From an optimization exercise on the open Yosys and OpenROAD flow, aimed at small area, a short achievable clock period and few clock cycles; shortcuts taken in it are not production practice.
At most, simulation tests tie the RTL to the original design; equivalence was not proved.
No functional check of the RTL was part of run 1.
In every run shown here, the design's own scripts or RTL, not TritonCTS, make the clock network.
The flow treats the clock pin as an ideal source. Dropping or thinning the clock tree relies on that and would not hold on a real chip.
No activity file was given, so power comes from the tool's default toggle rates.

`design/flow/flow/run.sh`:
```
#!/bin/bash
# The standard layout with two changes:
#  - ports are buffered with buf_4 cells instead of the cell buffer_ports picks;
#  - at the end of the CTS step, flow/clock_tree.tcl replaces the clock tree
#    with a two-level one (clock port -> 4 root buffers -> 20 leaf buffers ->
#    flip-flops) and repairs timing again.
# Full output in standard.log (ORFS's per-step logs are under orfs/logs).
set -euo pipefail
export CT_LEAFS=20 CT_ROOTS=4
bash standard.sh "BUFFER_PORTS_ARGS=-buffer_cell sky130_fd_sc_hd__buf_4" \
  "POST_CTS_TCL=$PWD/flow/clock_tree.tcl" finish > standard.log 2>&1
```
`design/flow/flow/clock_tree.tcl`:
```
# Runs at the end of ORFS's CTS step (POST_CTS_TCL). Replaces the clock tree
# that clock_tree_synthesis built with a two-level one: the clock port drives
# a few root buffers, each root drives the leaf buffers near it, one leaf
# buffer per cluster of flip-flops, and each leaf buffer drives the clock pins
# of its cluster. All flip-flops get
# the same number of buffers (two) on their clock path, and the tree is not
# skewed on purpose. Then timing is repaired again on the new tree.

set ct_buf   sky130_fd_sc_hd__clkbuf_16
set ct_leafs [expr {[info exists ::env(CT_LEAFS)] ? $::env(CT_LEAFS) : 16}]

set block [ord::get_db_block]
set db    [ord::get_db]
set clk   [$block findNet clk]

# Flip-flop clock pins, as odb iterms.
set sinks {}
foreach pin [all_registers -clock_pins -edge_triggered] {
  lappend sinks [sta::sta_to_db_pin $pin]
}
puts "clock_tree: [llength $sinks] flip-flop clock pins"

# Remove what clock_tree_synthesis built: every instance in the clock tree
# between the clock port and the flip-flops, and the dummy loads.
set doomed {}
foreach inst [$block getInsts] {
  set name [$inst getName]
  if {[string match clkbuf_* $name] || [string match clkload* $name]} {
    lappend doomed $inst
  }
}
foreach inst $doomed { odb::dbInst_destroy $inst }
foreach net [$block getNets] {
  if {[string match clknet_* [$net getName]] && [llength [$net getITerms]] == 0} {
    odb::dbNet_destroy $net
  }
}
puts "clock_tree: removed [llength $doomed] instances of the old tree"

# Cluster the sinks by position, seeded at quantiles of y.
set pts {}
foreach it $sinks {
  set bb [[$it getInst] getBBox]
  lappend pts [list [expr {([$bb xMin] + [$bb xMax]) / 2.0}] [expr {([$bb yMin] + [$bb yMax]) / 2.0}]]
}
set n [llength $pts]
set order [lsort -real -index 1 $pts]
set cent {}
for {set k 0} {$k < $ct_leafs} {incr k} {
  lappend cent [lindex $order [expr {int(($k + 0.5) * $n / $ct_leafs)}]]
}
# Capacitated k-means: each pass assigns the sinks greedily by distance to
# the nearest centre that still has room (at most ct_cap sinks per leaf), then
# moves each centre to the mean of its sinks.
set ct_cap [expr {int(ceil(1.1 * $n / $ct_leafs))}]
for {set iter 0} {$iter < 30} {incr iter} {
  set pairs {}
  set i 0
  foreach p $pts {
    for {set k 0} {$k < $ct_leafs} {incr k} {
      set c [lindex $cent $k]
      lappend pairs [list [expr {abs([lindex $p 0] - [lindex $c 0]) + abs([lindex $p 1] - [lindex $c 1])}] $i $k]
    }
    incr i
  }
  set pairs [lsort -real -index 0 $pairs]
  set assign [lrepeat $n -1]
  set fill [lrepeat $ct_leafs 0]
  set left $n
  foreach pr $pairs {
    lassign $pr d i k
    if {[lindex $assign $i] >= 0 || [lindex $fill $k] >= $ct_cap} { continue }
    lset assign $i $k
    lset fill $k [expr {[lindex $fill $k] + 1}]
    if {[incr left -1] == 0} { break }
  }
  set newc {}
  for {set k 0} {$k < $ct_leafs} {incr k} {
    set sx 0.0; set sy 0.0; set c 0
    foreach p $pts a $assign {
      if {$a == $k} { set sx [expr {$sx + [lindex $p 0]}]; set sy [expr {$sy + [lindex $p 1]}]; incr c }
    }
    if {$c > 0} { lappend newc [list [expr {$sx / $c}] [expr {$sy / $c}]] } else { lappend newc [lindex $cent $k] }
  }
  set cent $newc
}

set master [$db findMaster $ct_buf]
proc ct_place {inst x y} {
  $inst setLocation [expr {int($x)}] [expr {int($y)}]
  $inst setPlacementStatus PLACED
}

# Root buffers: the leaf buffers are grouped by position into ct_roots
# groups (k-means again), with one root buffer at the middle of each group.
# The clock port drives the root buffers directly (ct_roots <= 4 pins).
set ct_roots [expr {[info exists ::env(CT_ROOTS)] ? $::env(CT_ROOTS) : 4}]
set rorder [lsort -real -index 0 $cent]
set rcent {}
for {set r 0} {$r < $ct_roots} {incr r} {
  lappend rcent [lindex $rorder [expr {int(($r + 0.5) * $ct_leafs / $ct_roots)}]]
}
for {set iter 0} {$iter < 50} {incr iter} {
  set rassign {}
  foreach p $cent {
    set best 0; set bd 1e30
    for {set r 0} {$r < $ct_roots} {incr r} {
      set c [lindex $rcent $r]
      set d [expr {abs([lindex $p 0] - [lindex $c 0]) + abs([lindex $p 1] - [lindex $c 1])}]
      if {$d < $bd} { set bd $d; set best $r }
    }
    lappend rassign $best
  }
  set newc {}
  for {set r 0} {$r < $ct_roots} {incr r} {
    set sx 0.0; set sy 0.0; set c 0
    foreach p $cent a $rassign {
      if {$a == $r} { set sx [expr {$sx + [lindex $p 0]}]; set sy [expr {$sy + [lindex $p 1]}]; incr c }
    }
    if {$c > 0} { lappend newc [list [expr {$sx / $c}] [expr {$sy / $c}]] } else { lappend newc [lindex $rcent $r] }
  }
  set rcent $newc
}
set rootnets {}
for {set r 0} {$r < $ct_roots} {incr r} {
  set root [odb::dbInst_create $block $master ct_root_$r]
  set c [lindex $rcent $r]
  ct_place $root [lindex $c 0] [lindex $c 1]
  set rootnet [odb::dbNet_create $block ct_root_net_$r]
  $rootnet setSigType CLOCK
  [$root findITerm A] connect $clk
  [$root findITerm X] connect $rootnet
  lappend rootnets $rootnet
}

for {set k 0} {$k < $ct_leafs} {incr k} {
  set leaf [odb::dbInst_create $block $master ct_leaf_$k]
  set c [lindex $cent $k]
  ct_place $leaf [lindex $c 0] [lindex $c 1]
  set net [odb::dbNet_create $block ct_leaf_net_$k]
  $net setSigType CLOCK
  [$leaf findITerm A] connect [lindex $rootnets [lindex $rassign $k]]
  [$leaf findITerm X] connect $net
  set cnt 0
  foreach it $sinks a $assign {
    if {$a == $k} {
      $it disconnect
      $it connect $net
      incr cnt
    }
  }
  puts "clock_tree: leaf $k at [lindex $c 0] [lindex $c 1] drives $cnt flip-flops"
}
$clk setSigType CLOCK

detailed_placement
set_propagated_clock [all_clocks]
estimate_parasitics -placement
report_clock_skew
report_clock_latency
repair_timing_helper
detailed_placement
check_placement -verbose
estimate_parasitics -placement
report_worst_slack
report_clock_skew
```
`design/flow/standard.sh`:
```
#!/bin/bash
# synth_recipe.tcl (not shown) runs the flow's synth.tcl, then flattens the netlist and writes it again
# the make line also repeats each setting of config.mk as NAME=value (left out here)
make -C /OpenROAD-flow-scripts/flow DESIGN_CONFIG=/design/flow/config.mk WORK_HOME=/design/flow/orfs CLKGATE_MAP_FILE= SYNTH_SCRIPT=/design/flow/synth_recipe.tcl "${@:-finish}"
```
`design/flow/config.mk`:
```
export PLATFORM = sky130hd
export DESIGN_NAME = top_axi_lite
export DESIGN_NICKNAME = top_axi_lite
export VERILOG_FILES = /design/flow/design.v
export SDC_FILE = /design/flow/constraint.sdc
export NUM_CORES = 4
export LEC_CHECK = 0
export CAP_MARGIN = 20
export CORE_MARGIN = 2
export CORE_UTILIZATION = 55
export SETUP_SLACK_MARGIN = 1.85
export SLEW_MARGIN = 20
export SYNTH_HIERARCHICAL = 1
export SYNTH_MINIMUM_KEEP_SIZE = 0
```
`design/flow/constraint.sdc`:
```
create_clock -name core_clock -period 3.5 [get_ports {clk}]
set_input_delay 0.7000 -clock core_clock [delete_from_list [all_inputs] [get_ports {clk}]]
set_output_delay 0.7000 -clock core_clock [all_outputs]
set_load 0.01 [all_outputs]
```
`design/flow/design.v`:
```
module rf_ao22 (
    input  logic a1, a2, b1, b2,
    output logic y
);
    assign y = (a1 & a2) | (b1 & b2);
endmodule
module top_axi_lite (
    input  logic        clk,
    input  logic        rstn,
    input  logic        start,
    input  logic        mode,        
    input  logic [31:0] addr,
    input  logic [31:0] wdata_in,
    output logic [31:0] rdata_out,
    output logic        done
);
    logic [31:0] mem [0:15];
    logic [31:0] mem_d [0:15];
    logic [15:0] we, hold, sel;
    logic [7:0]  part [0:31];   
    logic [31:0] rd;
    always_comb begin
        for (int i = 0; i < 16; i++) begin
            we[i]   = start && mode && (addr[5:2] == 4'(i));
            hold[i] = !we[i];
            sel[i]  = (addr[5:2] == 4'(i));
        end
    end
    for (genvar i = 0; i < 16; i++) begin : g_word
        for (genvar b = 0; b < 32; b++) begin : g_bit
            rf_ao22 u_next (
                .a1(we[i]), .a2(wdata_in[b]), .b1(hold[i]), .b2(mem[i][b]),
                .y(mem_d[i][b])
            );
        end
    end
    always_ff @(posedge clk) begin
        for (int i = 0; i < 16; i++) mem[i] <= mem_d[i];
    end
    for (genvar b = 0; b < 32; b++) begin : g_rd
        for (genvar k = 0; k < 8; k++) begin : g_ao22
            rf_ao22 u_part (
                .a1(sel[2*k]),   .a2(mem[2*k][b]),
                .b1(sel[2*k+1]), .b2(mem[2*k+1][b]),
                .y(part[b][k])
            );
        end
        assign rd[b] = |part[b];
    end
    always_ff @(posedge clk) begin
        rdata_out <= rd;
    end
    always_ff @(posedge clk or negedge rstn) begin
        if (!rstn) done <= 1'b0;
        else       done <= start;
    end
endmodule
```
==> results.cfg, run 1 <==
[synthesis]
synth_area_sq_um = 18560
avgSynthCellArea_sq_um = 12.52
synth_warnings = 11
yosysSeqAreaShare_pct = 58.81
synth_simple_gate_area_share_pct = 4.692
synth_compound_area_share_pct = 36.24
synth_cell_type_count = 22
syn_nets = 1550
synthAdderAreaFrac_pct = 0
yosysTopAreaCellShare_pct = 58.68
synth.area.top_cells = dfxtp_1, a22o_1, nor4_1
synthFlopType = dfxtp_1
synth_top_family_by_area = compound AO/OA/AOI/OAI gates
synth-seq-cells = 545
yosys.area_share.xor_xnor_pct = 0
synth_mux_area_share_pct = 0
synth_common_cells = a22o_1, dfxtp_1, nor4_1, nand2_1, nor2_1
synth_edf_count = 0
postSynth.asyncResetShare_pct = 0.1835
yosysTopAreaCell = dfxtp_1
synthCells = 1482
yosysMostFrequentCell = a22o_1

[critical_path]
critPathCapture = rdata_out[8]
r2r-end = rdata_out[17]
arrival_ps = 2320
critPathCaptureType = flop
reg2reg_depth = 3
startpoint_type = primary input
required_ps = 3750
path_max_fanout = 8
reg2reg_slack_ps = 2200
r2r_start = mem[6][17]
critPathKind = in -> reg
worstSetupStartpoint = addr[4]

[place]
dp_hpwl_um = 31540
dpl-instance-area_sq_um = 20330
port_buffers = 72
routabilityCongestion = 0.7595

[timing]
worstMarginPinSlew_ps = 806.3
report.final.slew_viol_count = 0
fin_skew_ps = 68.98
fmax_ghz = 0.4840
hold-worst-slack_ps = 477.2
tns_ps = 0
slew_headroom_pct = 46.12
setup_violations = 0
rsz0062_at_grt = true
finalCritPeriodShare_pct = 59.03
period_minus_slack_ps = 2066
hold_viol_final = 0

[grt]
antenna_found_initial = 4
grt_pass1_wl_um = 108500
grt_max_degree = 33
overflow = 0
grt_pass1_vias = 16300
track_usage_pct = 41.11

[power]
powerDensity_nw_per_um2 = 547.9
p_seq_share_pct = 61.1
p_int_uw = 9936
clockPowerShare_pct = 23.2
netSwitchingPower_uw = 3440
ir_worst_vdd_uv = 518.4
finalPower_uw = 13380
p_comb_share_pct = 15.7
p_leak_uw = 0.01050
p_sw_share_pct = 25.72

[drt]
initialDrtViolationCount = 2448
wl_met3_um = 11230
vias = 17210
route.detailed.wl_per_inst_um = 36.28
dr.pass1.iters = 6
wl_um = 81040
viasPerCell = 7.701
routedLengthMet1_um = 29320
highest_layer = met5
postRouteAntennaNets = 0
dr_wl_met2_um = 33510
drc = 0

[floorplanning]
rows = 67
io-pin-count = 101
dieArea_sq_um = 35230
die_x_um = 187.7
die_y_um = 187.7
initial_core_util_pct = 55.63
coreArea_sq_um = 33360

[cells_and_area]
fin_area_sq_um = 24410
drive_gt1_share_pct = 24.47
final_nets = 1900
fin_util_pct = 73.18
areaGrowthSynthToFinish_pct = 31.55

[clock_network]
clock_sinks = 545
clock_latency_ps = 390
clk_pin_slew_ps = 110

[run]
maxCapViolCount = 0

[worst_hold_path]
min_path_type = reg -> reg

[run_status]
status = no timing/DRC/antenna violations
==> worst min path at each step <==
stage / startpoint / to / slack (ps) / cells past startpoint
2_1_floorplan: rstn / done / 400 / 0
3_3_place_gp: mem[6][22] / mem[6][22] / 450 / 1
3_5_place_dp: mem[2][15] / mem[2][15] / 450 / 1
5_1_grt: mem[8][30] / mem[8][30] / 490 / 1
6_report: mem[12][10] / mem[12][10] / 480 / 1
==> cells in the final DEF (no fill, tap or decap) <==
master           n
dlygate4sd3_1    1
and4bb_4         1
clkbuf_16       30
nand4_1          1
nand4bb_4        1
nand2_1         36
nor2_4          34
nor4_2          38
and4_4           1
buf_8           11
bufbuf_16        2
or2_4            1
and4b_2          2
dfxtp_1        524
dfrtp_1          1
dfxtp_2         20
nor2b_4          2
nor3_4           4
a22o_1         765
nor4_1          16
nand2_4          4
a22o_4           3
buf_6           63
nand2_8          6
nor2_2           1
nand3_4          1
diode_2          4
nor4_4          10
buf_4          103
nand2b_4         4
buf_12          70
nand4b_1         2
nand3_2          3
nand2_2          4
buf_16          17
==> layout make-up <==
class | count | area [sq um]
antenna | 4 | 10.01
buffer | 24 | 600.6
fill | 2197 | 8950
multi-input combinational | 940 | 8561
sequential | 545 | 10940
tap | 448 | 560.5
timing repair buffer | 273 | 3742
==> modules after synthesis (local to each module, per instance) <==
module        cells inside  copies in the design  cell area, sq um  flip-flops and latches
top_axi_lite           714                     1             11830                     545
rf_ao22                  1                   768             8.758                       0
==> logic make-up after synthesis <==
logic type	Yosys count
buffers and inverters	7
AO/OA/AOI/OAI	768
flip-flops	545
AND/OR/NAND/NOR	162
==> state kept, by name (all words and copies together) (netlist names) <==
name	cells
rdata_out	32
mem	512
done	1
==> critical path: stages <==
cell       delay (ps)
buf_12            120
nand2b_4          190
buf_12            130
nor2_4             60
bufbuf_16         300
a22o_1            270
nor4_2            440
nand2_1           100
==> power by group through the flow <==
| stage | Combinational, uW | Sequential (uW) | Clock [uW] |
|---|---|---|---|
| floorplan | 1130 | 8080 | 0 |
| global placement | 1600 | 8150 | 0 |
| detailed placement | 1660 | 8180 | 0 |
| global route | 2210 | 8290 | 3280 |
| finish | 2090 | 8180 | 3100 |
==> per-stage QoR <==
step                cells  worst slack (ps)
floorplan            1482              1273
global placement     2039             499.5
detailed placement   2041             519.8
global route         2230              1441
finish               2234              1434
==> routing by layer <==
| layer | vias up | track usage, % |
|---|---|---|
| li1 | 6823 | - |
| met1 | 8500 | 53.26 |
| met2 | 1411 | 62.79 |
| met3 | 469 | 9.807 |
| met4 | 2 | 24.20 |
| met5 | - | 0 |
==> inputs of run 2 (changes only) <==
==> design/flow/design.v (replaced) <==
module top_axi_lite (
    input  logic        clk,
    input  logic        rstn,
    input  logic        start,
    input  logic        mode,        
    input  logic [31:0] addr,
    input  logic [31:0] wdata_in,
    output logic [31:0] rdata_out,
    output logic        done
);
    logic [31:0] mem [0:15];
    always_ff @(posedge clk) begin
        if (start && mode) mem[addr[5:2]] <= wdata_in;
    end
    always_ff @(posedge clk) begin
        rdata_out <= mem[addr[5:2]];
    end
    always_ff @(posedge clk or negedge rstn) begin
        if (!rstn) done <= 1'b0;
        else       done <= start;
    end
endmodule
--- a/design/flow/config.mk
+++ b/design/flow/config.mk
@@ -11,4 +11,2 @@
 export SETUP_SLACK_MARGIN = 1.85
 export SLEW_MARGIN = 20
-export SYNTH_HIERARCHICAL = 1
-export SYNTH_MINIMUM_KEEP_SIZE = 0
==> run 2 against run 1 <==
Still clean; power decreased by 16%; clock power shrank 4%; routed wire length shrank 32%; register-to-register slack worse by 120 ps; flip-flop and latch count did not move.
==> results.cfg, run 2 <==
[critical_path]
cp_num_buf_inv = 4
required_ps = 3550
path_cells = buf_8 -> nand2_2 -> or3_4 -> buf_12 -> nor2_4 -> buf_8 -> clkbuf_16
worstSetupStartpoint = mode
arrival_ps = 1860
startpoint_type = primary input
max_stage_delay_ps = 420
r2r_start = mem[11][24]
path_max_fanout = 6
r2r-end = rdata_out[24]
reg2reg_depth = 3
worst_path_max_delay_cell = or3_4
crit_family = buffers and inverters
reg2reg_slack_ps = 2080
critPathKind = in -> reg
crit_top_cell = buf_8
critPathCaptureType = flop

[timing]
hold-worst-slack_ps = 537.3
worstMarginPinSlew_ps = 531.7
rsz0062_at_grt = true
hold_viol_final = 0
fmax_ghz = 0.5532
report.final.slew_viol_count = 0
fin_skew_ps = 34.80
slew_headroom_pct = 64.55
finalCritPeriodShare_pct = 51.65
tns_ps = 0
period_minus_slack_ps = 1808
setup_violations = 0

[drt]
drc = 0
wl_um = 55450
route.detailed.wl_per_inst_um = 37.06
vias = 9999
initialDrtViolationCount = 1410
postRouteAntennaNets = 0
viasPerCell = 6.684
dr.pass1.iters = 20

[grt]
grt_pass1_vias = 9990
antenna_found_initial = 0
grt_max_degree = 33
track_usage_pct = 28.81
overflow = 0
grt_pass1_wl_um = 73750

[synthesis]
yosysMostFrequentCell = edfxtp_1
synth_edf_count = 512
synth_common_cells = edfxtp_1, mux4_2, a22oi_1, nand2_1, dfxtp_1
yosysTopAreaCellShare_pct = 77.20
synthCells = 844
syn_nets = 912
yosysTopAreaCell = edfxtp_1
synth-seq-cells = 545
avgSynthCellArea_sq_um = 23.60
synthFlopType = edfxtp_1
synth.area.top_cells = edfxtp_1, mux4_2, dfxtp_1
synth_warnings = 1
yosysSeqAreaShare_pct = 80.54
postSynth.asyncResetShare_pct = 0.1835
synth_cell_type_count = 19
synth_area_sq_um = 19920

[power]
p_sw_share_pct = 19.99
p_int_uw = 8954
p_comb_share_pct = 8.4
p_leak_uw = 0.008057
clockPowerShare_pct = 26.6
ir_worst_vdd_uv = 327.7
p_seq_share_pct = 65.0
powerDensity_nw_per_um2 = 451.6
netSwitchingPower_uw = 2237

[worst_hold_path]
whs_path_depth = 2
min_to = done
min_path_type = in -> reg
hold_path.startpoint = start

[cells_and_area]
largest_reg_flops = 512
final_nets = 1153
mostFrequentLayoutCells = edfxtp_1, mux4_2, buf_6, buf_4
insertedDiodeCount = 0
fillers = 2126
multiInputGateArea_sq_um = 3976
areaGrowthSynthToFinish_pct = 24.41
drive_gt1_share_pct = 43.57
seq_area_sq_um = 16070
mostFrequentLayoutCell = edfxtp_1

[floorplanning]
dieArea_sq_um = 37750
die_y_um = 194.3
coreArea_sq_um = 35660
rows = 69
initial_core_util_pct = 55.86
die_x_um = 194.3
io-pin-count = 101

[clock_network]
clock_latency_ps = 360
clk_pin_slew_ps = 100
clock_sinks = 545

[run]
maxCapViolCount = 0

[run_status]
status = no timing/DRC/antenna violations

[place]
port_buffers = 72
routabilityCongestion = 0.7203
dp_hpwl_um = 20580
[run 2: cell type report]
class	count	share of cell area (%)
plain buffers	24	2.424
multi-input cells	252	16.05
flip-flops and latches	545	64.87
well taps	461	2.328
repair buffers	214	14.33
[run 2: power by group through the flow]
stage | clock network [uW] | logic (uW) | registers, uW
after floorplan | 0 | 344 | 7420
after global placement | 0 | 611 | 7400
after detailed placement | 0 | 635 | 7410
after global routing | 3240 | 983 | 7290
final | 2970 | 939 | 7280
[run 2: cell families after synthesis]
kind of cell | count (synthesis) | share of synthesized area, %
and+or+nand+nor | 60 | 1.294
buffers and inverters | 47 | 1.282
muxes | 128 | 14.47
DFF | 545 | 80.54
AOI/OAI and AO/OA | 64 | 2.412
[run 2: how the worst max path moves through the flow]
| stage | endpoint | slack (ps) | cells past startpoint |
|---|---|---|---|
| 2_1_floorplan | mem[3][0] | 680 | 5 |
| 3_3_place_gp | mem[5][7] | 780 | 4 |
| 3_5_place_dp | mem[5][7] | 710 | 4 |
| 5_1_grt | rdata_out[14] | 1630 | 6 |
| 6_report | mem[4][3] | 1690 | 7 |
[run 2: layer usage]
layer | share of wire, % | up-vias | track usage [%] | routed length (um)
met3 | 10 | 87 | 6.386 | 5652
met4 | 2.6 | 0 | 8.006 | 1421
met2 | 49 | 613 | 47.66 | 27420
met5 | 0 | - | 0 | 0
li1 | - | 3962 | - | -
met1 | 38 | 5337 | 39.43 | 20950
[run 2: through the flow]
| step | utilization [%] | instance area [sq um] | worst slack [ps] | std cells | total power [uW] |
|---|---|---|---|---|---|
| floorplan | - | 20110 | 685.0 | 844 | 7766 |
| global placement | 59.85 | 21340 | 784.4 | 1359 | 8013 |
| detailed placement | 59.85 | 21340 | 706.6 | 1359 | 8046 |
| global route | 69.49 | 24780 | 1629 | 1496 | 11510 |
| finish | 69.49 | 24780 | 1692 | 1496 | 11190 |
Testbench counts of run 2, summed over its fixed seeds: cycles 8,000.
==> inputs of run 3 (changes only) <==
--- a/design/flow/design.v
+++ b/design/flow/design.v
@@ -1,2 +1,20 @@
+module rf_ao22 (
+    input  logic a1, a2, b1, b2,
+    output logic y
+);
+    assign y = (a1 & a2) | (b1 & b2);
+endmodule
+module rf_and2 (
+    input  logic a, b,
+    output logic y
+);
+    assign y = a & b;
+endmodule
+module rf_nand2 (
+    input  logic a, b,
+    output logic y
+);
+    assign y = !(a & b);
+endmodule
 module top_axi_lite (
     input  logic        clk,
@@ -10,9 +28,48 @@
 );
     logic [31:0] mem [0:15];
-    always_ff @(posedge clk) begin
-        if (start && mode) mem[addr[5:2]] <= wdata_in;
+    logic [31:0] mem_d [0:15];
+    logic [31:0] rd;
+    logic [3:0] lo, hi, whi;
+    always_comb begin
+        for (int j = 0; j < 4; j++) begin
+            lo[j]  = (addr[3:2] == 2'(j));
+            hi[j]  = (addr[5:4] == 2'(j));
+            whi[j] = start && mode && (addr[5:4] == 2'(j));
+        end
+    end
+    logic [15:0] we [0:1];
+    logic [15:0] hold [0:1];
+    logic [15:0] sel [0:1];
+    for (genvar h = 0; h < 2; h++) begin : g_half
+        for (genvar i = 0; i < 16; i++) begin : g_word
+            rf_and2  u_we   (.a(whi[i/4]), .b(lo[i%4]), .y(we[h][i]));
+            rf_nand2 u_hold (.a(whi[i/4]), .b(lo[i%4]), .y(hold[h][i]));
+            rf_and2  u_sel  (.a(hi[i/4]),  .b(lo[i%4]), .y(sel[h][i]));
+        end
+    end
+    for (genvar i = 0; i < 16; i++) begin : g_word
+        for (genvar b = 0; b < 32; b++) begin : g_bit
+            rf_ao22 u_next (
+                .a1(we[b/16][i]), .a2(wdata_in[b]), .b1(hold[b/16][i]), .b2(mem[i][b]),
+                .y(mem_d[i][b])
+            );
+        end
     end
     always_ff @(posedge clk) begin
-        rdata_out <= mem[addr[5:2]];
+        for (int i = 0; i < 16; i++) mem[i] <= mem_d[i];
+    end
+    logic [7:0] part [0:31];
+    for (genvar b = 0; b < 32; b++) begin : g_rd
+        for (genvar k = 0; k < 8; k++) begin : g_ao22
+            rf_ao22 u_part (
+                .a1(sel[b/16][2*k]),   .a2(mem[2*k][b]),
+                .b1(sel[b/16][2*k+1]), .b2(mem[2*k+1][b]),
+                .y(part[b][k])
+            );
+        end
+        assign rd[b] = |part[b];
+    end
+    always_ff @(posedge clk) begin
+        rdata_out <= rd;
     end
     always_ff @(posedge clk or negedge rstn) begin
--- a/design/flow/config.mk
+++ b/design/flow/config.mk
@@ -11,2 +11,4 @@
 export SETUP_SLACK_MARGIN = 1.85
 export SLEW_MARGIN = 20
+export SYNTH_HIERARCHICAL = 1
+export SYNTH_MINIMUM_KEEP_SIZE = 0
==> run 3 against run 2 <==
Still clean; sequential share of layout area is 19 points lower; flip-flop and latch count did not move; clock power is 3% higher; final area down 4.5%; via count up 61%; core utilization grew 1.1 points; register-to-register slack better by 160 ps; clock skew increased by 13 ps; hold slack got worse by 60 ps; sequential power rose by 12%; critical endpoint is now rdata_out[23]; largest cell class unchanged; highest routed layer unchanged.
==> results.cfg, run 3 <==
[drt]
initialDrtViolationCount = 1491
wl_um = 67660
drc = 0
vias = 16060
postRouteAntennaNets = 0
viasPerCell = 7.260
dr.pass1.iters = 5
route.detailed.wl_per_inst_um = 30.59

[floorplanning]
rows = 67
coreArea_sq_um = 33530
die_x_um = 188.7
die_y_um = 188.7
initial_core_util_pct = 55.96
dieArea_sq_um = 35610
io-pin-count = 101

[timing]
tns_ps = 0
worstMarginPinSlew_ps = 473.4
period_minus_slack_ps = 1854
rsz0062_at_grt = true
report.final.slew_viol_count = 0
finalCritPeriodShare_pct = 52.97
fin_skew_ps = 48.09
setup_violations = 0
slew_headroom_pct = 68.36
hold_viol_final = 0
fmax_ghz = 0.5393
finalWorstSetupSlack_ps = 1646

[grt]
antenna_found_initial = 0
overflow = 0
track_usage_pct = 35.63
grt_max_degree = 31
grt_pass1_wl_um = 96780
grt_pass1_vias = 15440

[synthesis]
yosys.area_share.xor_xnor_pct = 0
synth_top_family_by_area = compound AO/OA/AOI/OAI gates
synth_mux_area_share_pct = 0
syn_nets = 1588
synth-seq-cells = 545
synthCells = 1520
yosysTopAreaCellShare_pct = 58.03
synth.area.top_cells = dfxtp_1, a22o_1, and2_1
postSynth.asyncResetShare_pct = 0.1835
synthFlopType = dfxtp_1
synth_common_cells = a22o_1, dfxtp_1, and2_1, nand2_1, nor4_1
synth_simple_gate_area_share_pct = 5.967
synthAdderAreaFrac_pct = 0
synth_area_sq_um = 18770
synth_edf_count = 0
synth_warnings = 14
yosysTopAreaCell = dfxtp_1
avgSynthCellArea_sq_um = 12.35
yosysMostFrequentCell = a22o_1
synth_cell_type_count = 12
yosysSeqAreaShare_pct = 58.17
synth_compound_area_share_pct = 35.84

[place]
preCtsSetupSlack_ps = 921.4
port_buffers = 72
dpl-instance-area_sq_um = 20090
dp_hpwl_um = 33680
routabilityCongestion = 0.7917

[cells_and_area]
final_nets = 1883
mostFrequentLayoutCells = a22o_1, dfxtp_1, and2_4, buf_4, buf_6
areaGrowthSynthToFinish_pct = 26.14
insertedDiodeCount = 0
drive_gt1_share_pct = 25.74
fin_area_sq_um = 23670
mostFrequentLayoutCell = a22o_1
largest_reg_flops = 512
fillers = 2378

[power]
ir_worst_vdd_uv = 382.5
powerDensity_nw_per_um2 = 565.2
p_leak_uw = 0.01046

[critical_path]
reg2reg_slack_ps = 2240
required_ps = 3710
critPathKind = in -> reg
startpoint_type = primary input
arrival_ps = 2070
worst_path_max_delay_cell = nor4_4
critPathCaptureType = flop
max_stage_delay_ps = 370
path_cells = buf_12 -> nor2_4 -> buf_6 -> and2_4 -> a22o_1 -> nor4_4 -> nand2_1
path_max_fanout = 8

[run_status]
status = no timing/DRC/antenna violations

[clock_network]
clk_pin_slew_ps = 100
clock_latency_ps = 370
clock_sinks = 545

[run]
maxCapViolCount = 0

[worst_hold_path]
min_path_type = reg -> reg
[run 3: cell types whose count changed after synthesis, moves of 31 or more]
cell and change:
a22oi_1 -64, a22o_1 +768, mux4_2 -128, nand2_1 +31
and2_1 +65, edfxtp_1 -512, nor4_1 +64, dfxtp_1 +512
[run 3: layer usage]
metal / vias to the layer above / part of all wire [%] / GRT usage, %
met5: - / 0 / 0
met4: 0 / 5.5 / 17.58
met3: 241 / 9.0 / 6.295
met2: 977 / 47 / 58.60
met1: 8008 / 39 / 45.33
li1: 6833 / - / -
[run 3: worst max-delay path, delay by kind of cell]
family          cells  cell delay [ps]
simple gates        4              790
buf+inv             2              280
compound gates      1              290
[run 3: path summary, 6_finish.rpt]
check	from	to	cells after the start
max reg2reg	mem[4][16]	rdata_out[16]	4
max in group asynchronous	rstn	done	2
min	mem[5][17]	mem[5][17]	1
max	addr[2]	rdata_out[23]	7
min reg2reg	mem[5][17]	mem[5][17]	1
min in group asynchronous	rstn	done	2
[run 3: metrics by stage]
step	total power, uW	cells	hold WS [ps]	util [%]
2_1_floorplan	9203	1520	404.4	-
3_3_place_gp	9809	2041	452.2	59.92
3_5_place_dp	9895	2041	452.7	59.92
5_1_grt	13840	2212	491.4	70.59
6_report	13380	2212	477.1	70.59
[run 3: logic make-up after synthesis]
group	after synthesis
flip-flops	545
AND/OR/NAND/NOR	206
AO/OA/AOI/OAI	768
buffers and inverters	1
[run 3: area by class of cell]
type	instances	area (sq um)	area share (%)
plain buffers	24	600.6	2.537
inverters	1	11.26	0.04757
multi-input cells	1020	9694	40.96
flip-flops and latches	545	10950	46.25
well taps	448	560.5	2.368
repair buffers	174	1857	7.844
[run 3: modules after synthesis, one instance, submodules excluded]
module        times used  flops+latches  cells inside
rf_nand2              32              0             1
rf_and2               64              0             1
top_axi_lite           1            545           656
rf_ao22              768              0             1
[run 3: power by group]
group | internal, uW | switching (uW)
clock | 1250 | 1820
sequential | 7460 | 716
combinational | 1250 | 887
Testbench counts of run 3, summed over its fixed seeds: cycles 8,000.
==> inputs of run 4 (changes only) <==
--- a/design/flow/design.v
+++ b/design/flow/design.v
@@ -16,4 +16,16 @@
 );
     assign y = !(a & b);
+endmodule
+module rf_nor2 (
+    input  logic a, b,
+    output logic y
+);
+    assign y = !(a | b);
+endmodule
+module rf_nand4 (
+    input  logic a, b, c, d,
+    output logic y
+);
+    assign y = !(a & b & c & d);
 endmodule
 module top_axi_lite (
@@ -60,4 +72,5 @@
     end
     logic [7:0] part [0:31];
+    logic [3:0] quad [0:31];
     for (genvar b = 0; b < 32; b++) begin : g_rd
         for (genvar k = 0; k < 8; k++) begin : g_ao22
@@ -68,5 +81,8 @@
             );
         end
-        assign rd[b] = |part[b];
+        for (genvar k = 0; k < 4; k++) begin : g_nor2
+            rf_nor2 u_quad (.a(part[b][2*k]), .b(part[b][2*k+1]), .y(quad[b][k]));
+        end
+        rf_nand4 u_rd (.a(quad[b][0]), .b(quad[b][1]), .c(quad[b][2]), .d(quad[b][3]), .y(rd[b]));
     end
     always_ff @(posedge clk) begin
==> run 4 against run 3 <==
Still clean; register-to-register slack gained 160 ps; combinational power fell by 11%; power fell by 2.3%; maximum frequency is 7.3% higher; critical path depth stayed put; clock power fell by 1%; hold slack got worse by 3.5 ps; final area down 6.1%; sequential share of layout area increased by 3.0 points; sequential power is essentially flat; core utilization fell by 4.6 points; largest cell class unchanged.
==> results.cfg, run 4 <==
[critical_path]
critPathCaptureType = flop
crit_top_cell = buf_12
path_max_fanout = 9
max_stage_delay_ps = 260
path_cells = buf_12 -> nor2b_4 -> buf_12 -> and2_4 -> a22o_1 -> nor2_1 -> nand4_1
critPathKind = in -> reg
r2r_start = mem[6][30]
worstSetupStartpoint = addr[3]
required_ps = 3690
arrival_ps = 1920
worst_path_max_delay_cell = a22o_1
startpoint_type = primary input

[worst_hold_path]
hold_path.startpoint = mem[5][23]
min_path_type = reg -> reg

[power]
p_comb_share_pct = 14.5
ir_worst_vdd_uv = 449.8
p_leak_uw = 0.009721
p_sw_share_pct = 24.81
clockPowerShare_pct = 23.2
p_seq_share_pct = 62.3
netSwitchingPower_uw = 3244
finalPower_uw = 13070
powerDensity_nw_per_um2 = 588.1
p_int_uw = 9830

[synthesis]
postSynth.asyncResetShare_pct = 0.1835
synth_warnings = 15
yosysSeqAreaShare_pct = 57.66
yosysTopAreaCell = dfxtp_1
synth-seq-cells = 545
synthFlopType = dfxtp_1
synthCells = 1581
synth_area_sq_um = 18930
synth_cell_type_count = 12
synth_edf_count = 0
synth_common_cells = a22o_1, dfxtp_1, nor2_1, and2_1
yosysMostFrequentCell = a22o_1
avgSynthCellArea_sq_um = 11.97
syn_nets = 1649
yosysTopAreaCellShare_pct = 57.53
synth.area.top_cells = dfxtp_1, a22o_1, nor2_1

[timing]
report.final.slew_viol_count = 0
period_minus_slack_ps = 1728
fin_skew_ps = 32.00
slew_headroom_pct = 73.31
tns_ps = 0
hold-worst-slack_ps = 473.6
worstMarginPinSlew_ps = 398.9
rsz0062_at_grt = true
setup_violations = 0
hold_viol_final = 0
finalCritPeriodShare_pct = 49.37
fmax_ghz = 0.5788

[cells_and_area]
largest_reg_flops = 512
drive_gt1_share_pct = 21.18
fillers = 2635
mostFrequentLayoutCell = a22o_1
mostFrequentLayoutCells = a22o_1, dfxtp_1, and2_4, buf_4, nor2_1
fin_util_pct = 65.96
multiInputGateArea_sq_um = 8946
areaGrowthSynthToFinish_pct = 17.42
seq_area_sq_um = 10950
final_nets = 1866
final_cell_count_no_fill = 2195
insertedDiodeCount = 0

[floorplanning]
dieArea_sq_um = 35920
die_x_um = 189.5
initial_core_util_pct = 56.17
coreArea_sq_um = 33700
io-pin-count = 101
die_y_um = 189.5
rows = 67

[grt]
grt_pass1_wl_um = 85290
antenna_found_initial = 0
overflow = 0
grt_pass1_vias = 14400
grt_max_degree = 31
track_usage_pct = 30.40

[place]
dp_hpwl_um = 33780
dp.cells = 2101
port_buffers = 72
routabilityCongestion = 0.8697

[run_status]
status = no timing/DRC/antenna violations

[drt]
vias = 15180
dr.pass1.iters = 6
wl_um = 57820
initialDrtViolationCount = 1198
drc = 0
route.detailed.wl_per_inst_um = 26.34
postRouteAntennaNets = 0
viasPerCell = 6.917

[clock_network]
clock_sinks = 545
clock_latency_ps = 350
clk_pin_slew_ps = 100

[run]
maxCapViolCount = 0
==> run 4: cell count changes in the layout (fill, tap and decap cells not counted), moves of 31 or more <==
cell and change:
nor2_1 +59, nor2_2 +42, nor4_4 -39, nand4_1 +32, nand2_1 -31
==> run 4: cell families (layout without fill, tap and decap cells) <==
kind of cell	count (synthesis)	in the layout	share of synthesized area, %
buffers and inverters	0	145	0
DFF	545	545	57.66
AOI/OAI and AO/OA	768	768	35.53
and+or+nand+nor	268	289	6.808
==> run 4: through the flow <==
step | area, sq um | setup WS, ps
5_1_grt | 22230 | 1774
3_3_place_gp | 20220 | 1062
3_5_place_dp | 20220 | 1059
6_report | 22230 | 1772
2_1_floorplan | 19120 | 1752
==> run 4: per-module statistics from Yosys (local to each module, per instance) <==
module / cells inside / times used / cell area (sq um)
rf_nand4: 1 / 32 / 6.256
rf_ao22: 1 / 768 / 8.758
rf_nand2: 1 / 32 / 3.754
top_axi_lite: 557 / 1 / 11000
rf_and2: 1 / 64 / 6.256
rf_nor2: 1 / 128 / 3.754
==> run 4: area by class of cell <==
| class | count | area share, % |
|---|---|---|
| sequential | 545 | 49.26 |
| buffer | 24 | 2.702 |
| multi-input combinational | 1057 | 40.25 |
| tap | 448 | 2.522 |
| timing repair buffer | 121 | 5.268 |
==> run 4: critical path: cells and delay by family <==
kind                   cells  cell delay, ps
and+or+nand+nor            4             670
buffers and inverters      2             270
AOI/OAI and AO/OA          1             260
==> run 4: per-layer routing <==
layer	vias up	share of wire, %	wire (um)	global-route usage, %
li1	6767	-	-	-
met1	7685	42	24240	39.81
met2	606	48	28010	51.75
met3	125	5.5	3185	3.429
met4	0	4.1	2391	11.63
met5	-	0	0	0
==> run 4: worst paths after layout <==
check	end	slack, ps	cells past startpoint
min in group asynchronous	done	660	2
min	mem[5][23]	470	1
max in group asynchronous	done	2770	2
max	rdata_out[30]	1770	7
min reg2reg	mem[5][23]	470	1
max reg2reg	rdata_out[30]	2400	3
==> run 4: power by group through the flow <==
stage	Clock [uW]	Sequential [uW]	Combinational (uW)
6_report	3030	8140	1900
5_1_grt	3290	8260	2040
3_5_place_dp	0	8200	1680
3_3_place_gp	0	8170	1620
2_1_floorplan	0	8080	1120
Testbench counts of run 4, summed over its fixed seeds: cycles 8,000.
==> inputs of run 5 (changes only) <==
==> design/flow/flow/run.sh (replaced) <==
#!/bin/bash
# The standard layout with two changes:
#  - ports are buffered with buf_4 cells instead of the cell buffer_ports picks;
#  - at the end of the CTS step, flow/clock_tree.tcl replaces the clock tree
#    with a two-level one (clock port -> 3 root buffers -> 20 leaf buffers ->
#    flip-flops) and repairs timing again.
# Full output in standard.log (ORFS's per-step logs are under orfs/logs).
set -euo pipefail
export CT_LEAFS=20 CT_ROOTS=3
bash standard.sh "BUFFER_PORTS_ARGS=-buffer_cell sky130_fd_sc_hd__buf_4" \
  "POST_CTS_TCL=$PWD/flow/clock_tree.tcl" finish > standard.log 2>&1
--- a/design/flow/flow/clock_tree.tcl
+++ b/design/flow/flow/clock_tree.tcl
@@ -154,4 +154,21 @@
 $clk setSigType CLOCK
 
+# Optional: give the address decode's gates (found by the names of the nets
+# they drive, from the RTL's gate modules) a strong drive before repair, as
+# each drives many loads. CT_SIZE holds pairs of net-name pattern and cell.
+if {[info exists ::env(CT_SIZE)]} {
+  foreach {pattern cell} $::env(CT_SIZE) {
+    set m [$db findMaster $cell]
+    set c 0
+    foreach net [$block getNets] {
+      if {![string match $pattern [$net getName]]} { continue }
+      foreach it [$net getITerms] {
+        if {[$it isOutputSignal]} { [$it getInst] swapMaster $m; incr c }
+      }
+    }
+    puts "clock_tree: $c drivers of $pattern made $cell"
+  }
+}
+
 detailed_placement
 set_propagated_clock [all_clocks]
==> run 5 against run 4 <==
Via count is 0.15% higher; combinational power is essentially flat; global-route usage is 0.36 points higher; critical path type unchanged; largest power group unchanged.
==> results.cfg, run 5 <==
[cells_and_area]
final_cell_count_no_fill = 2191
mostFrequentLayoutCell = a22o_1
fin_area_sq_um = 22170
areaGrowthSynthToFinish_pct = 17.13
insertedDiodeCount = 0
final_nets = 1862
fillers = 2645
drive_gt1_share_pct = 21.11
fin_util_pct = 65.80
mostFrequentLayoutCells = a22o_1, dfxtp_1, and2_4, buf_4, nor2_1
largest_reg_flops = 512

[clock_network]
clock_sinks = 545
clk_pin_slew_ps = 80
clock_latency_ps = 410

[synthesis]
synth-seq-cells = 545
postSynth.asyncResetShare_pct = 0.1835
synth.area.top_cells = dfxtp_1, a22o_1, nor2_1
synth_area_sq_um = 18930
synth_warnings = 15
yosysTopAreaCellShare_pct = 57.53
avgSynthCellArea_sq_um = 11.97
yosysSeqAreaShare_pct = 57.66
yosysTopAreaCell = dfxtp_1
synth_common_cells = a22o_1, dfxtp_1, nor2_1, and2_1
yosysMostFrequentCell = a22o_1
syn_nets = 1649
synthCells = 1581
synthFlopType = dfxtp_1
synth_cell_type_count = 12
synth_edf_count = 0

[timing]
report.final.slew_viol_count = 0
rsz0062_at_grt = true
finalCritPeriodShare_pct = 49.53
slew_headroom_pct = 70.37
period_minus_slack_ps = 1733
fmax_ghz = 0.5769
fin_skew_ps = 83.01
setup_violations = 0
tns_ps = 0
hold_viol_final = 0
worstMarginPinSlew_ps = 442.8
finalWorstSetupSlack_ps = 1767

[drt]
route.detailed.wl_per_inst_um = 26.42
initialDrtViolationCount = 1191
vias = 15210
viasPerCell = 6.940
postRouteAntennaNets = 0
wl_um = 57880
dr.pass1.iters = 5
drc = 0

[floorplanning]
dieArea_sq_um = 35920
die_y_um = 189.5
die_x_um = 189.5
rows = 67
io-pin-count = 101
initial_core_util_pct = 56.17
coreArea_sq_um = 33700

[critical_path]
critPathKind = in -> reg
arrival_ps = 1900
startpoint_type = primary input
reg2reg_depth = 3
critPathCaptureType = flop
reg2reg_slack_ps = 2440
required_ps = 3670
path_max_fanout = 8

[worst_hold_path]
min_path_type = reg -> reg
whs_path_depth = 1

[run]
maxCapViolCount = 0

[grt]
overflow = 0
grt_pass1_wl_um = 86510
grt_pass1_vias = 14430
antenna_found_initial = 0
grt_max_degree = 31
track_usage_pct = 30.77

[power]
powerDensity_nw_per_um2 = 587.9
ir_worst_vdd_uv = 442.7
p_leak_uw = 0.009634

[place]
port_buffers = 72
dp.cells = 2101
dp_hpwl_um = 33780
routabilityCongestion = 0.8697
preCtsSetupSlack_ps = 1059
dpl-instance-area_sq_um = 20220

[run_status]
status = no timing/DRC/antenna violations
## run 5: cell types whose count changed in the layout (fill, tap and decap cells not counted), moves of 6 or more
cell	delta
buf_12	+7
nand2_2	+8
buf_4	-11
nand2_4	-6
nor2_2	+10
and2_2	+7
nor2_4	-10
## run 5: layout make-up
| cell class | count | area [sq um] | share of cell area [%] |
|---|---|---|---|
| Multi-Input combinational cell | 1060 | 8874 | 40.02 |
| Tap cell | 448 | 560.5 | 2.528 |
| Buffer | 23 | 575.6 | 2.596 |
| Sequential cell | 545 | 10950 | 49.38 |
| Timing Repair Buffer | 115 | 1214 | 5.473 |
## run 5: power breakdown
| part | switching, uW | internal (uW) | total (uW) |
|---|---|---|---|
| Combinational | 775 | 1130 | 1900 |
| Clock | 1800 | 1190 | 2990 |
| Sequential | 683 | 7460 | 8140 |
| Total | 3260 | 9780 | 13000 |
## run 5: metal layers
metal  GRT usage [%]  wire length (um)  vias to the layer above
met3           2.410              3229                      107
li1                -                 -                     6768
met4           11.03              2150                        0
met5               0                 0                        -
met1           40.83             24140                     7753
met2           52.87             28370                      578
## run 5: Yosys stat by module, one instance, submodules excluded
module / times used / flops+latches / area (sq um) / cells
rf_nor2: 128 / 0 / 3.754 / 1
rf_nand2: 32 / 0 / 3.754 / 1
rf_nand4: 32 / 0 / 6.256 / 1
rf_and2: 64 / 0 / 6.256 / 1
top_axi_lite: 1 / 545 / 11000 / 557
rf_ao22: 768 / 0 / 8.758 / 1
## run 5: kinds of logic after synthesis
| family | count (synthesis) | synth area share [%] |
|---|---|---|
| flops | 545 | 57.66 |
| compound gates | 768 | 35.53 |
| simple gates | 268 | 6.808 |
## run 5: final timing paths
| kind | from | to |
|---|---|---|
| max | addr[3] | rdata_out[23] |
| min | mem[5][23] | mem[5][23] |
| max reg2reg | mem[4][23] | rdata_out[23] |
| min reg2reg | mem[5][23] | mem[5][23] |
| max in group asynchronous | rstn | done |
| min in group asynchronous | rstn | done |
## run 5: stage by stage
step           hold slack (ps)  total power [uW]
2_1_floorplan            404.4              9197
3_3_place_gp             451.8              9782
3_5_place_dp             452.8              9878
5_1_grt                  477.5             13540
6_report                 474.2             13040
## run 5: critical path, cell delays in order
cell,delay (ps)
buf_12,120
nor2b_4,150
buf_12,150
and2_4,180
a22o_1,270
nor2_4,130
nand4_1,190
==> inputs of run 6 (changes only) <==
==> design/flow/flow/run.sh (replaced) <==
#!/bin/bash
# The standard layout with two changes:
#  - ports are buffered with buf_4 cells instead of the cell buffer_ports picks;
#  - at the end of the CTS step, flow/clock_tree.tcl replaces the clock tree
#    with a two-level one (clock port -> 2 root buffers -> 20 leaf buffers ->
#    flip-flops) and repairs timing again.
# Full output in standard.log (ORFS's per-step logs are under orfs/logs).
set -euo pipefail
export CT_LEAFS=20 CT_ROOTS=2
bash standard.sh "BUFFER_PORTS_ARGS=-buffer_cell sky130_fd_sc_hd__buf_4" \
  "POST_CTS_TCL=$PWD/flow/clock_tree.tcl" finish > standard.log 2>&1
--- a/design/flow/config.mk
+++ b/design/flow/config.mk
@@ -9,5 +9,5 @@
 export CORE_MARGIN = 2
 export CORE_UTILIZATION = 55
-export SETUP_SLACK_MARGIN = 1.85
+export SETUP_SLACK_MARGIN = 1.9
 export SLEW_MARGIN = 20
 export SYNTH_HIERARCHICAL = 1
==> run 6 against run 5 <==
Combinational power is essentially flat; critical path type unchanged; sequential power is essentially flat; area after synthesis is the same.
==> results.cfg, run 6 <==
[place]
dp_hpwl_um = 33890
port_buffers = 72
dp.cells = 2101
routabilityCongestion = 0.7901

[cells_and_area]
final_nets = 1837
mostFrequentLayoutCells = a22o_1, dfxtp_1, and2_4, nor2_1, buf_4
fin_util_pct = 65.27
fillers = 2672
final_cell_count_no_fill = 2167
drive_gt1_share_pct = 19.84
areaGrowthSynthToFinish_pct = 16.20
largest_reg_flops = 512
insertedDiodeCount = 0
seq_area_sq_um = 10950
mostFrequentLayoutCell = a22o_1
multiInputGateArea_sq_um = 8871

[clock_network]
clock_sinks = 545
clk_pin_slew_ps = 110
clock_latency_ps = 470

[power]
ir_worst_vdd_uv = 505.0
powerDensity_nw_per_um2 = 590.3
p_leak_uw = 0.009575

[floorplanning]
die_y_um = 189.5
coreArea_sq_um = 33700
dieArea_sq_um = 35920
io-pin-count = 101
initial_core_util_pct = 56.17
die_x_um = 189.5
rows = 67

[worst_hold_path]
hold_path.startpoint = start
whs_path_depth = 1
min_to = done
min_path_type = in -> reg

[critical_path]
critPathCaptureType = flop
required_ps = 3800
r2r_start = mem[10][21]
arrival_ps = 2020
startpoint_type = primary input
r2r-end = rdata_out[21]
path_max_fanout = 13
reg2reg_depth = 3
critPathKind = in -> reg
reg2reg_slack_ps = 2360

[synthesis]
synth_cell_type_count = 12
postSynth.asyncResetShare_pct = 0.1835
syn_nets = 1649
synthFlopType = dfxtp_1
synth_edf_count = 0
synthCells = 1581
synth.area.top_cells = dfxtp_1, a22o_1, nor2_1
yosysMostFrequentCell = a22o_1
synth-seq-cells = 545
synth_area_sq_um = 18930
synth_common_cells = a22o_1, dfxtp_1, nor2_1, and2_1
avgSynthCellArea_sq_um = 11.97
synth_warnings = 15
yosysTopAreaCellShare_pct = 57.53
yosysSeqAreaShare_pct = 57.66
yosysTopAreaCell = dfxtp_1

[drt]
initialDrtViolationCount = 1105
vias = 14980
drc = 0
postRouteAntennaNets = 0
viasPerCell = 6.915
wl_um = 56680
route.detailed.wl_per_inst_um = 26.16
dr.pass1.iters = 5

[timing]
fmax_ghz = 0.5793
report.final.slew_viol_count = 0
period_minus_slack_ps = 1726
setup_violations = 0
fin_skew_ps = 81.63
hold-worst-slack_ps = 451.7
finalCritPeriodShare_pct = 49.32
rsz0062_at_grt = true
worstMarginPinSlew_ps = 388.7
hold_viol_final = 0
tns_ps = 0
slew_headroom_pct = 74.09

[run]
maxCapViolCount = 0

[grt]
antenna_found_initial = 0
track_usage_pct = 30.47
grt_pass1_wl_um = 85890
overflow = 0
grt_max_degree = 31
grt_pass1_vias = 14060

[run_status]
status = no timing/DRC/antenna violations
run 6: cell types whose count changed in the layout (fill, tap and decap cells not counted), sizes merged:
cell	previous run	this run
and2	84	75
clkbuf	24	22
and4bb	2	1
buf	113	102
nor2b	6	5
run 6: final cells by class:
class / count / share of cell area [%]
repair buffers: 103 / 4.858
well taps: 448 / 2.548
multi-input cells: 1049 / 40.33
flip-flops and latches: 545 / 49.76
plain buffers: 22 / 2.503
run 6: how the worst max path moves through the flow:
stage / start / to / slack (ps) / cells past startpoint
5_1_grt: addr[3] / rdata_out[11] / 1800 / 7
6_report: addr[3] / rdata_out[21] / 1770 / 7
3_3_place_gp: addr[3] / rdata_out[21] / 1150 / 6
2_1_floorplan: addr[3] / rdata_out[0] / 1820 / 5
3_5_place_dp: addr[3] / rdata_out[21] / 1140 / 6
run 6: per-module statistics from Yosys, one instance, submodules excluded:
module	cell area [sq um]	times used	flip-flops and latches	cells
rf_nand4	6.256	32	0	1
rf_ao22	8.758	768	0	1
rf_nor2	3.754	128	0	1
rf_and2	6.256	64	0	1
rf_nand2	3.754	32	0	1
top_axi_lite	11000	1	545	557
run 6: cells by family (layout without fill, tap and decap cells):
family                 Yosys count  count (layout)  share of synthesized area (%)
buffers and inverters            0             125                              0
AND/OR/NAND/NOR                268             281                          6.808
flip-flops                     545             545                          57.66
AO/OA/AOI/OAI                  768             768                          35.53
run 6: through the flow:
step / area, sq um / total power (uW) / setup slack, ps
3_3_place_gp: 20290 / 9795 / 1147
6_report: 22000 / 12990 / 1774
5_1_grt: 22000 / 13510 / 1796
2_1_floorplan: 19190 / 9205 / 1816
3_5_place_dp: 20290 / 9885 / 1145
run 6: per-layer routing:
metal	global-route usage, %	share of wire [%]
met5	0	0
met3	7.488	9.8
met2	42.60	42
met4	5.277	1.3
met1	47.68	47
run 6: critical path, stage by stage:
cell     delay, ps
buf_12         120
nor2b_4        160
buf_12         160
and2_4         230
a22o_1         270
nor2_4         170
nand4_1        210
run 6: power breakdown:
part	switching (uW)	total (uW)	internal, uW
clock network	1820	2950	1130
logic	792	1910	1110
registers	669	8130	7460
total	3280	13000	9710
==> inputs of run 7 (changes only) <==
--- a/design/flow/config.mk
+++ b/design/flow/config.mk
@@ -9,5 +9,5 @@
 export CORE_MARGIN = 2
 export CORE_UTILIZATION = 55
-export SETUP_SLACK_MARGIN = 1.9
+export SETUP_SLACK_MARGIN = 1.85
 export SLEW_MARGIN = 20
 export SYNTH_HIERARCHICAL = 1
==> run 7 against run 6 <==
Still clean on timing, DRC and antenna; area after synthesis unchanged; combinational power down 3%; core utilization shrank 1.0 points; routed wire length shrank 1.1%; final area decreased by 1.6%; first-iteration DRC count is 1.5% higher; synthesized cell count is the same; sequential power barely moved; die area did not move; setup slack improved by 7.7 ps; critical path depth is 3 lower; sequential share of layout area grew 0.84 points; largest power group unchanged; highest routed layer unchanged.
==> results.cfg, run 7 <==
[critical_path]
startpoint_type = primary input
critPathKind = in -> reg
path_max_fanout = 16
required_ps = 3850
arrival_ps = 2070
max_stage_delay_ps = 520
critPathCaptureType = flop
crit_family = simple AND/OR/NAND/NOR gates
worstSetupStartpoint = addr[5]
worst_path_max_delay_cell = and4b_4
path_cells = buf_4 -> and4b_4 -> and2_2 -> a22o_1
cp_num_buf_inv = 1
r2r_start = mem[6][30]

[grt]
overflow = 0
antenna_found_initial = 1
grt_pass1_wl_um = 84020
grt_max_degree = 31
grt_util_met2_pct = 51.14
grt_pass1_vias = 14290
track_usage_pct = 29.72
grt_use_met1_pct = 38.98
grt_busiest_layer = met2
met3_usage_pct = 2.966

[timing]
worstMarginPinSlew_ps = 511.2
report.final.slew_viol_count = 0
period_minus_slack_ps = 1718
finalCritPeriodShare_pct = 49.10
rsz0062_at_grt = true
fmax_ghz = 0.5819
hold-worst-slack_ps = 476.1
fin_skew_ps = 23.92
hold_viol_final = 0
setup_violations = 0
slew_headroom_pct = 65.84
tns_ps = 0

[cells_and_area]
seq_area_sq_um = 10950
drive_gt1_share_pct = 18.70
multiInputGateArea_sq_um = 8648
final_cell_count_no_fill = 2160
fillers = 2694
largest_reg_flops = 512
mostFrequentLayoutCell = a22o_1
final_nets = 1830
areaGrowthSynthToFinish_pct = 14.34
mostFrequentLayoutCells = a22o_1, dfxtp_1, nor2_1, and2_4, buf_4

[synthesis]
syn_nets = 1649
synthCells = 1581
postSynth.asyncResetShare_pct = 0.1835
synth_warnings = 15
synth.area.top_cells = dfxtp_1, a22o_1, nor2_1
avgSynthCellArea_sq_um = 11.97
yosysTopAreaCell = dfxtp_1
yosysTopAreaCellShare_pct = 57.53
yosys.area_share.xor_xnor_pct = 0
synthAdderAreaFrac_pct = 0
synth_edf_count = 0
synth-seq-cells = 545
synth_mux_area_share_pct = 0
synth_compound_area_share_pct = 35.53
synth_top_family_by_area = compound AO/OA/AOI/OAI gates
synth_cell_type_count = 12
yosysSeqAreaShare_pct = 57.66
synth_area_sq_um = 18930
synth_common_cells = a22o_1, dfxtp_1, nor2_1, and2_1
synth_simple_gate_area_share_pct = 6.808
synthFlopType = dfxtp_1
yosysMostFrequentCell = a22o_1

[power]
powerDensity_nw_per_um2 = 596.0
p_leak_uw = 0.009297
ir_worst_vdd_uv = 444.4

[clock_network]
clock_latency_ps = 430
clk_pin_slew_ps = 100
clock_sinks = 545

[drt]
postRouteAntennaNets = 0
dr.pass1.iters = 5
initialDrtViolationCount = 1122
drc = 0
route.detailed.wl_per_inst_um = 25.95
viasPerCell = 6.909
vias = 14920
wl_um = 56050

[worst_hold_path]
min_path_type = reg -> reg
hold_path.startpoint = mem[5][23]

[floorplanning]
dieArea_sq_um = 35920
die_y_um = 189.5
die_x_um = 189.5
initial_core_util_pct = 56.17
coreArea_sq_um = 33700
rows = 67
io-pin-count = 101

[run_status]
status = no timing/DRC/antenna violations

[place]
dp_hpwl_um = 33780
dp.cells = 2101
routabilityCongestion = 0.8697
port_buffers = 72

[run]
maxCapViolCount = 0
-- run 7: cell types whose count changed in the layout (fill, tap and decap cells not counted), moves of 2 or more --
| cell | previous run | this run |
|---|---|---|
| nor2_4 | 36 | 17 |
| buf_6 | 36 | 34 |
| buf_12 | 11 | 5 |
| dfxtp_2 | 25 | 27 |
| nand2_4 | 19 | 6 |
| nor2_1 | 59 | 73 |
| and2_4 | 63 | 58 |
| a22o_1 | 766 | 768 |
| nand2_2 | 13 | 26 |
| and2_2 | 12 | 17 |
| dfxtp_1 | 519 | 516 |
| a22o_4 | 2 | 0 |
| nor2_2 | 36 | 41 |
-- run 7: path summary, 6_finish.rpt --
kind,cells past startpoint,slack (ps),end
min reg2reg,1,480,mem[5][23]
max reg2reg,3,2420,rdata_out[30]
max in group asynchronous,2,2820,done
max,4,1780,mem[7][15]
min in group asynchronous,2,600,done
min,1,480,mem[5][23]
-- run 7: where the power goes --
group	total, uW	switching (uW)	leakage, uW	internal, uW
registers	8140	679	0.00455	7460
clock network	2920	1780	0.000271	1140
logic	1850	751	0.00448	1100
total	12900	3210	0.00930	9690
-- run 7: per-stage QoR --
stage	total power (uW)	setup slack [ps]	instance area [sq um]	util, %
2_1_floorplan	9197	1752	19120	-
3_3_place_gp	9782	1062	20220	60.00
3_5_place_dp	9878	1059	20220	60.00
5_1_grt	13430	1760	21640	64.22
6_report	12900	1782	21650	64.23
-- run 7: metal layers --
metal / part of all wire [%] / wire length (um)
met5: 0 / 0
met4: 3.4 / 1919
met3: 5.7 / 3216
met2: 50 / 27850
met1: 41 / 23060
-- run 7: cells by family after synthesis --
kind of cell | Yosys count
flops | 545
simple gates | 268
compound gates | 768
-- run 7: layout make-up --
cell class / instances / share of cell area, %
multi-input cells: 1048 / 39.95
flip-flops and latches: 545 / 50.60
diodes: 1 / 0.01156
repair buffers: 96 / 4.301
plain buffers: 22 / 2.543
well taps: 448 / 2.590
-- run 7: per-module statistics from Yosys, one instance, submodules excluded --
| module | flops+latches | times used |
|---|---|---|
| top_axi_lite | 545 | 1 |
| rf_nor2 | 0 | 128 |
| rf_ao22 | 0 | 768 |
| rf_and2 | 0 | 64 |
| rf_nand2 | 0 | 32 |
| rf_nand4 | 0 | 32 |
==> inputs of run 8 (changes only) <==
==> design/flow/flow/run.sh (replaced) <==
#!/bin/bash
# The standard layout with two changes:
#  - ports are buffered with buf_4 cells instead of the cell buffer_ports picks;
#  - at the end of the CTS step, flow/clock_tree.tcl replaces the clock tree
#    with a two-level one (clock port -> 2 root buffers -> 32 clkbuf_8 leaf buffers ->
#    flip-flops) and repairs timing again.
# Full output in standard.log (ORFS's per-step logs are under orfs/logs).
set -euo pipefail
export CT_LEAFS=32 CT_ROOTS=2 CT_LEAF_BUF=sky130_fd_sc_hd__clkbuf_8
bash standard.sh "BUFFER_PORTS_ARGS=-buffer_cell sky130_fd_sc_hd__buf_4" \
  "POST_CTS_TCL=$PWD/flow/clock_tree.tcl" finish > standard.log 2>&1
--- a/design/flow/flow/clock_tree.tcl
+++ b/design/flow/flow/clock_tree.tcl
@@ -8,4 +8,5 @@
 
 set ct_buf   sky130_fd_sc_hd__clkbuf_16
+set ct_leaf_buf [expr {[info exists ::env(CT_LEAF_BUF)] ? $::env(CT_LEAF_BUF) : $ct_buf}]
 set ct_leafs [expr {[info exists ::env(CT_LEAFS)] ? $::env(CT_LEAFS) : 16}]
 
@@ -135,5 +136,5 @@
 
 for {set k 0} {$k < $ct_leafs} {incr k} {
-  set leaf [odb::dbInst_create $block $master ct_leaf_$k]
+  set leaf [odb::dbInst_create $block [$db findMaster $ct_leaf_buf] ct_leaf_$k]
   set c [lindex $cent $k]
   ct_place $leaf [lindex $c 0] [lindex $c 1]
==> run 8 against run 7 <==
Still clean; first-iteration DRC count rose by 2.2%; area after synthesis did not move; clock skew rose by 40 ps; sequential power barely moved; cell count barely moved; die area did not move; core utilization fell by 0.71 points; sequential share of layout area rose by 0.57 points; flip-flop and latch count did not move.
==> results.cfg, run 8 <==
[synthesis]
yosysMostFrequentCell = a22o_1
yosysTopAreaCell = dfxtp_1
synthCells = 1581
yosysTopAreaCellShare_pct = 57.53
synth_cell_type_count = 12
synth_edf_count = 0
synth_warnings = 15
postSynth.asyncResetShare_pct = 0.1835
avgSynthCellArea_sq_um = 11.97
synth.area.top_cells = dfxtp_1, a22o_1, nor2_1
synth-seq-cells = 545
synth_area_sq_um = 18930
synthFlopType = dfxtp_1
yosysSeqAreaShare_pct = 57.66
syn_nets = 1649
synth_common_cells = a22o_1, dfxtp_1, nor2_1, and2_1

[floorplanning]
io-pin-count = 101
dieArea_sq_um = 35920
die_y_um = 189.5
rows = 67
die_x_um = 189.5
coreArea_sq_um = 33700
initial_core_util_pct = 56.17

[timing]
tns_ps = 0
setup_violations = 0
rsz0062_at_grt = true
finalCritPeriodShare_pct = 48.41
hold_viol_final = 0
report.final.slew_viol_count = 0
period_minus_slack_ps = 1694
slew_headroom_pct = 65.33
hold-worst-slack_ps = 473.5
worstMarginPinSlew_ps = 518.8
fin_skew_ps = 64.32
fmax_ghz = 0.5902

[cells_and_area]
largest_reg_flops = 512
fillers = 2720
mostFrequentLayoutCell = a22o_1
mostFrequentLayoutCells = a22o_1, dfxtp_1, nor2_1, and2_4
areaGrowthSynthToFinish_pct = 13.07
drive_gt1_share_pct = 18.53
fin_area_sq_um = 21410
final_cell_count_no_fill = 2159
insertedDiodeCount = 0
final_nets = 1830
fin_util_pct = 63.52

[place]
dpl-instance-area_sq_um = 20220
dp.cells = 2101
dp_hpwl_um = 33780
port_buffers = 72
routabilityCongestion = 0.8697

[critical_path]
path_max_fanout = 14
worst_path_max_delay_cell = a22o_1
worstSetupStartpoint = addr[3]
arrival_ps = 1940
reg2reg_slack_ps = 2390
required_ps = 3750
path_cells = buf_6 -> nor2b_4 -> buf_12 -> and2_4 -> a22o_1 -> nor2_4 -> nand4_1
startpoint_type = primary input
critPathKind = in -> reg
critPathCaptureType = flop
cp_num_buf_inv = 2
crit_family = simple AND/OR/NAND/NOR gates
max_stage_delay_ps = 270
r2r_start = mem[6][30]

[drt]
viasPerCell = 6.904
postRouteAntennaNets = 0
vias = 14910
initialDrtViolationCount = 1147
dr.pass1.iters = 5
wl_um = 55700
drc = 0
route.detailed.wl_per_inst_um = 25.80

[grt]
overflow = 0
grt_max_degree = 20
grt_pass1_wl_um = 84130
antenna_found_initial = 0
track_usage_pct = 29.78
grt_pass1_vias = 14250

[clock_network]
clk_pin_slew_ps = 90
clock_latency_ps = 450
clock_sinks = 545

[power]
ir_worst_vdd_uv = 446.2
powerDensity_nw_per_um2 = 593.6
p_leak_uw = 0.009154

[worst_hold_path]
hold_path.startpoint = mem[12][15]
min_path_type = reg -> reg

[run_status]
status = no timing/DRC/antenna violations

[run]
maxCapViolCount = 0
[run 8: cell counts after synthesis]
Identical to the previous run, type by type.
[run 8: worst register-to-register path, stage by stage (launching register included)]
cell and delay (ps):
dfxtp_1 330, a22o_1 260, nor2_4 150, nand4_1 180
[run 8: Yosys stat by module, one instance, submodules excluded]
| module | cells inside | flip-flops and latches | area (sq um) |
|---|---|---|---|
| rf_and2 | 1 | 0 | 6.256 |
| rf_nand2 | 1 | 0 | 3.754 |
| rf_nor2 | 1 | 0 | 3.754 |
| top_axi_lite | 557 | 545 | 11000 |
| rf_nand4 | 1 | 0 | 6.256 |
| rf_ao22 | 1 | 0 | 8.758 |
[run 8: path summary, 6_finish.rpt]
kind | end | cells after the start
setup / recovery | rdata_out[23] | 7
hold / removal | mem[12][15] | 1
setup reg to reg | rdata_out[30] | 3
hold reg to reg | mem[12][15] | 1
max in group asynchronous | done | 2
min in group asynchronous | done | 2
[run 8: cells by family after synthesis]
group	synth area share, %
DFF	57.66
AOI/OAI and AO/OA	35.53
and+or+nand+nor	6.808
[run 8: metal layers]
metal / up-vias / global-route usage [%] / part of all wire, %
met3: 110 / 3.133 / 6.4
met5: - / 0 / 0
li1: 6682 / - / -
met2: 598 / 50.83 / 49
met1: 7516 / 39.02 / 41
met4: 0 / 11.39 / 3.7
[run 8: through the flow]
stage | power (uW) | setup slack, ps
after global routing | 13260 | 1792
after floorplan | 9197 | 1752
final | 12710 | 1806
after global placement | 9782 | 1062
after detailed placement | 9878 | 1059
[run 8: layout make-up]
class | count | area (sq um) | share of cell area (%)
Sequential cell | 545 | 10950 | 51.17
Multi-Input combinational cell | 1048 | 8587 | 40.12
Timing Repair Buffer | 84 | 814.5 | 3.805
Tap cell | 448 | 560.5 | 2.619
Buffer | 34 | 490.5 | 2.291
[run 8: where the power goes]
| group | internal [uW] | leakage (uW) | switching, uW |
|---|---|---|---|
| logic | 1080 | 0.00435 | 739 |
| registers | 7460 | 0.00455 | 679 |
| clock network | 929 | 0.000255 | 1820 |
| total | 9470 | 0.00915 | 3240 |

## static timing again, ports no longer ideal
In the flow no input, the clock included, has a driving cell. The finished layouts below were timed again as built, in two steps. Step 1, drivers: a clkbuf_16 drives clk and a buf_2 each remaining input, both assumed. Step 2 also shifts input and output timing later by t, the mid clock arrival at the registers, as if the neighbouring blocks saw the same clock. Three values: no drivers, after step 1, after step 2; two values: the first two.
run	t, ns	setup WS [ns]	worst hold slack (ns)	worst setup path after step 2
run 1	0.453	1.434 / 1.454 / 1.001	0.477 / 0.443 / 0.477	input to register
run 2	0.454	1.692 / 1.535 / 1.081	0.537 / 0.471 / 0.647	input to register
run 3	0.473	1.646 / 1.561 / 1.089	0.477 / 0.428 / 0.477	input to register
run 4	0.454	1.772 / 1.838 / 1.384	0.474 / 0.474 / 0.474	input to register
run 5	0.457	1.767 / 1.804 / 1.347	0.474 / 0.446 / 0.474	input to register
run 6	0.500	1.774 / 1.760 / 1.298	0.452 / 0.402 / 0.477	input to register
run 7	0.489	1.782 / 1.803 / 1.341	0.476 / 0.453 / 0.476	input to register
run 8	0.496	1.806 / 1.783 / 1.352	0.474 / 0.467 / 0.474	input to register
After both steps every run listed still meets setup and hold. For run 2, which loses most, drivers alone change the setup slack by -0.157 ns; drivers and shift together by -0.611 ns.
